Source: an optimization exercise on an open RTL-to-GDS flow (aim: small area). Production flows keep margins and buffers that such runs may drop. The RTL was checked by simulation tests, not by an equivalence proof against the original design. Power and IR drop assume default switching activity.

## flow/design.v (module list and top-level ports; edited modules follow where they fit)
// module fan_top: 2617 lines
// module sel_or: 12 lines
// module hadd: 9 lines
// module fadd: 10 lines
module fan_top (
    input clk,
    input rst_n,
    input i_valid,
    input [127:0] i_vn,
    input [1023:0] i_data,
    output o_valid,
    output [31:0] o_valid_bus,
    output [1023:0] o_data
);
  // ...
==> flow/flow/run.sh <==
#!/bin/bash
# The standard layout (standard.sh: standard synthesis, floorplan, power grid,
# placement, CTS, routing), with two settings changed:
#  - each port gets a buf_1 as its port buffer (BUFFER_PORTS_ARGS);
#  - clock tree: clkbuf_8 buffers, sinks clustered up to 16 within 60 um,
#    no dummy loads (CTS_ARGS).
# The make output goes to standard.log; each step's own log is in orfs/logs.
set -euo pipefail
bash standard.sh \
  "BUFFER_PORTS_ARGS=-buffer_cell sky130_fd_sc_hd__buf_1" \
  "CTS_ARGS=-sink_clustering_enable -repair_clock_nets -dont_use_dummy_load -sink_clustering_size 16 -sink_clustering_max_diameter 60 -buf_list sky130_fd_sc_hd__clkbuf_8" \
  finish > standard.log 2>&1
==> flow/standard.sh <==
#!/bin/bash
# synth_recipe.tcl (not shown) runs the flow's synth.tcl, then flattens the netlist and writes it again
# the make line also repeats each setting of config.mk as NAME=value (left out here)
make -C /OpenROAD-flow-scripts/flow DESIGN_CONFIG=/design/flow/config.mk WORK_HOME=/design/flow/orfs CLKGATE_MAP_FILE= SYNTH_SCRIPT=/design/flow/synth_recipe.tcl "${@:-finish}"
==> flow/config.mk <==
export PLATFORM = sky130hd
export DESIGN_NAME = fan_top
export DESIGN_NICKNAME = fan_top
export VERILOG_FILES = /design/flow/design.v
export SDC_FILE = /design/flow/constraint.sdc
export NUM_CORES = 8
export LEC_CHECK = 0
export CAP_MARGIN = 20
export CORE_MARGIN = 2
export CORE_UTILIZATION = 45
export PLACE_DENSITY = 0.6
export SLEW_MARGIN = 20
export SYNTH_HIERARCHICAL = 1
==> flow/constraint.sdc <==
create_clock -name core_clock -period 7.0 [get_ports {clk}]
set_input_delay 1.4000 -clock core_clock [delete_from_list [all_inputs] [get_ports {clk}]]
set_output_delay 1.4000 -clock core_clock [all_outputs]
set_load 0.01 [all_outputs]
==> qor.txt, run 1 <==
Commonest non-fill, non-tap cell in the layout: dfxtp_1
R2R setup slack: 0.83 ns
Synth Area in XOR/XNOR: 0.973%
Period utilisation layout: 88.1%
Max rail drop VDD: 211 uV
Final wirelength: 600 mm
Core area: 0.370 mm2
Compound-cell area share of the yosys netlist: 4.77%
Layout non-clock buf frac: 4.80%
Number of global-route vias before repair: 88895
Slew headroom: 22.5%
Die width: 614 um
Setup violators final: 0
Clock sink total: 6470
Setup bufs post-CTS: 0
R2R Path End: r4_23[13]$_DFF_P_
Number of synthesized flops with an enable pin: 0
Row Count: 223
Mapped Cells: 10150
Int Pwr: 48200 uW
Main power group: registers
Initial DRT Pass Iterations: 10
Sequential fraction of design power: 67.5%
Worst path bufs/invs: 3
Status: timing/DRC/antenna clean
==> run 2: changes to the inputs <==
==> flow/flow/run.sh (replaced) <==
#!/bin/bash
# The standard layout (standard.sh: standard synthesis, floorplan, power grid,
# placement, CTS, routing), with two settings changed:
#  - each port gets a buf_1 as its port buffer (BUFFER_PORTS_ARGS);
#  - clock tree: clkbuf_8 buffers, sinks clustered up to 16 within 70 um,
#    no dummy loads (CTS_ARGS).
# The make output goes to standard.log; each step's own log is in orfs/logs.
set -euo pipefail
bash standard.sh \
  "BUFFER_PORTS_ARGS=-buffer_cell sky130_fd_sc_hd__buf_1" \
  "CTS_ARGS=-sink_clustering_enable -repair_clock_nets -dont_use_dummy_load -sink_clustering_size 16 -sink_clustering_max_diameter 70 -buf_list sky130_fd_sc_hd__clkbuf_8" \
  finish > standard.log 2>&1
==> run 2 against run 1 <==
  * Total power shrank 0.61%
  * Worst hold slack gained 0.027 ns
  * Maximum frequency grew 0.17%
  * Synthesized cell count is the same
  * Sequential share of layout area grew 0.16 points
  * Combinational power is essentially flat
  * Synthesized area is the same
  * Critical endpoint unchanged
  * Utilization shrank 0.12 points
  * Sequential power is essentially flat
  * Global-route usage is essentially flat
==> qor.txt, run 2 <==
Status: timing/DRC/antenna clean
Period utilisation layout: 87.9% (-0.15 points)
Most frequent cells after synthesis: dfxtp_1, fa_1, and2_1
Critical Path Stages: 14
Clock sink total: 6470 (unchanged)
Post-route ant nets: 0
R2r worst-path depth: 14
Clock Path Buffers: 4
H-tree depth: 5
Syn Area/Cell: 16.5 um2
Commonest non-fill, non-tap cell in the layout: dfxtp_1
Via density: 4.88
Fillers: 31551
Die ar.: 0.377 mm2
Number of synthesized flops with an enable pin: 0 (unchanged)
Leak: 0.0778 uW
GRT Total Usage: 31.0%
R2R setup slack: 0.84 ns (about the same)
Setup bufs post-CTS: 0 (unchanged)
Cts repair resizes: 0
Max-Cap Viols: 0
RSZ-0062 raised after global routing: no
DRC Markers: 0
Most frequent cells in the layout: dfxtp_1, buf_1, fa_1
Routed WL per cell: 33.9 um
Growth of design area from synthesis to finish: 11.9%
Core area: 0.370 mm2 (unchanged)
Crit path top cell by count: fa_1
Die width: 614 um (unchanged)
Number of global-route vias before repair: 88854 (-0.046%)
Synth warnings: 22
Family with the most delay on the worst path: adder cells
Final Max Slew Viols: 0
Ys flop type: dfxtp_1
Worst path bufs/invs: 3 (unchanged)
Gp weighted congestion: 0.989
Row Count: 223 (unchanged)
Syn Nets: 12266
Clock transition at path regs: 0.09 ns
TritonCTS clock tree: built
Worst path cell trace: inv_1 > nor2_1 > a222oi_1 > inv_1 > fa_1 > a222oi_1 > inv_1 > fa_1 > fa_1 > fa_1 > fa_1 > fa_1 > fa_1 > fa_1
Mapped Cells: 10150 (unchanged)
Post-Syn Area: 0.167 mm2
Global route total overflow: 0
Slowest stage delay, CP: 0.76 ns
R2R Path End: r4_23[13]$_DFF_P_
Ranking of synthesized cells by area: dfxtp_1, fa_1, and2_1, a22o_1, a222oi_1
Met2 Use GR: 48.0%
Synth top area share: 77.3%
Worst hold path class: primary input to asynchronous set/reset pin
Ys async rst share: 0.124%
IO buf count: 2211
Arr. time, crit path: 7.06 ns
Boundary pin count: 2212
Nets: 14791
Post-route minimum period: 6.16 ns
DRC violation total after the first TritonRoute iteration: 8695
Post-synth top area cell: dfxtp_1
Slew headroom: 20.0% (-2.5 points)
Sum Neg Setup Slack: 0 ns
Post-CTS Hold Fix Bufs: 0
Initial core utilization: 45.3%
Yosys reg bits: 6470
Final wirelength: 600 mm (about the same)
Busiest grt layer: met2
WP data required: 7.91 ns
Pwr Density: 345 mW/mm2
Num CTS Buffers: 451
Fin. Hold Viols: 0
Maximum fanout along the worst path: 17
Cell variety after synth: 41
DR vias: 86536
Global-route wire length before repair: 775 mm
Top-count cell post-synth: dfxtp_1
Later-pin clock latency in the skew report: 1.12 ns
Worst flop-to-flop path startpoint: q3[26]$_DFF_P_
Root Buffer: clkbuf_8
Pin count of the biggest net entering global routing: 30
F_max: 162 MHz
Kind of critical path: register to register
Total power draw: 64500 uW
Setup crit end kind: register
Worst-margin pin slew: 1.19 ns
Setup violators final: 0 (unchanged)
Startpoint type of the worst setup path: register
Seq/Total Area, Yosys: 77.4%
Initial DRT Pass Iterations: 11 (+1)
M1 GR Usage: 42.0%
Layout cells sized above 1: 4.81%
Final HPWL DP: 506 mm
Slowest cell on the critical path: dfxtp_1
Critical Path Sink: r4_23[13]$_DFF_P_
Die span in y: 614 um
Crit path from: q3[26]$_DFF_P_
Initial antenna violation count: 285
Fin Clk Skew: 0.126 ns
Global Route met3 Usage: 5.28%
Max rail drop VDD: 203 uV (-3.7%)
## run 2: worst min-delay path by stage
stage,start,endpoint,slack (ns),cells past startpoint
after CTS,rst_n,r_v[1]$_DFF_PN0_,0.08,1
after global placement,r4_3[7]$_DFF_P_,r5_3[7]$_DFF_P_,0.31,0
after global routing,rst_n,r_v[7]$_DFF_PN0_,0.17,1
final,rst_n,r_v[1]$_DFF_PN0_,0.24,1
after detailed placement,r4_31[6]$_DFF_P_,r5_31[6]$_DFF_P_,0.31,0
after floorplan,q0[0]$_DFF_P_,q1[0]$_DFF_P_,0.31,0
## run 2: logic make-up (layout without fill, tap and decap cells)
| kind of cell | Yosys count | after routing | share of synthesized area [%] |
|---|---|---|---|
| flops | 6470 | 6470 | 77.4 |
| simple gates | 1111 | 1111 | 3.78 |
| fa+ha+maj | 961 | 961 | 11.4 |
| compound gates | 931 | 931 | 4.77 |
| buf+inv | 483 | 3006 | 1.69 |
| xor+xnor | 186 | 186 | 0.973 |
| mux | 8 | 8 | 0.0478 |
| other cells | 0 | 109 | 0 |
## run 2: cell type report
cell class              instances  area, um2  share of cell area, %
diodes                        109        273                  0.146
inverters                     253        950                  0.507
repair buffers               2302       9010                   4.81
well taps                    4950       6190                   3.31
clock buffers                 451       6210                   3.31
multi-input cells            3197      35100                   18.7
flip-flops and latches       6470     130000                   69.2
## run 2: where the power goes
part	total, uW	internal, uW	switching [uW]	leakage (uW)
Clock	16700	5750	11000	0.00324
Combinational	4020	1380	2640	0.0200
Sequential	43800	40700	3070	0.0545
## run 2: per-stage QoR
stage	utilization (%)	worst slack (ns)	instances	hold WS, ns	cell area [um2]
CTS	50.6	0.915	17623	0.0834	187000
floorplan	-	1.48	10150	0.310	167000
detailed placement	48.9	0.926	17172	0.312	181000
finish	50.7	0.844	17732	0.242	187000
global placement	48.9	1.01	17172	0.310	181000
global route	50.6	0.516	17679	0.172	187000
## run 2: routing by layer
layer / vias up / routed length [um] / part of all wire (%)
met2: 3986 / 271000 / 45
met3: 1013 / 41300 / 6.9
met4: 18 / 34600 / 5.8
met5: - / 107 / 0.018
met1: 43767 / 253000 / 42
li1: 37752 / - / -
## run 2: per-module statistics from Yosys (local to each module, per instance), a selection
module	times used	flip-flops and latches	cells inside
hadd	31	0	1
fan_top	1	6470	7880
fadd	930	0	1

## port drivers added, routing unchanged
Ports are ideal in the flow. The routed layouts listed here were re-timed in OpenROAD.
Step 1 assumes that a clkbuf_16 drives the clock port and a buf_2 every other input.
Step 2 adds t to the input delays and takes it off the output delays; t is the mean of the earliest and latest rising clock arrival at the registers after step 1. Input paths then give back, and output paths get back, about the clock's delay inside the block.
Slacks: ideal ports / drivers / drivers and shift; pairs: ideal ports / drivers.
| run | t, ns | setup WS [ns] | latest minus earliest clock arrival (ns) | worst register clock-pin slew, ns |
|---|---|---|---|---|
| run 1 | 1.196 | 0.834 / 0.834 / 0.834 | 0.169 / 0.169 | 0.11 / 0.11 |
| run 2 | 1.167 | 0.844 / 0.844 / 0.844 | 0.169 / 0.169 | 0.12 / 0.12 |
After both steps setup and hold are still met in every run listed.
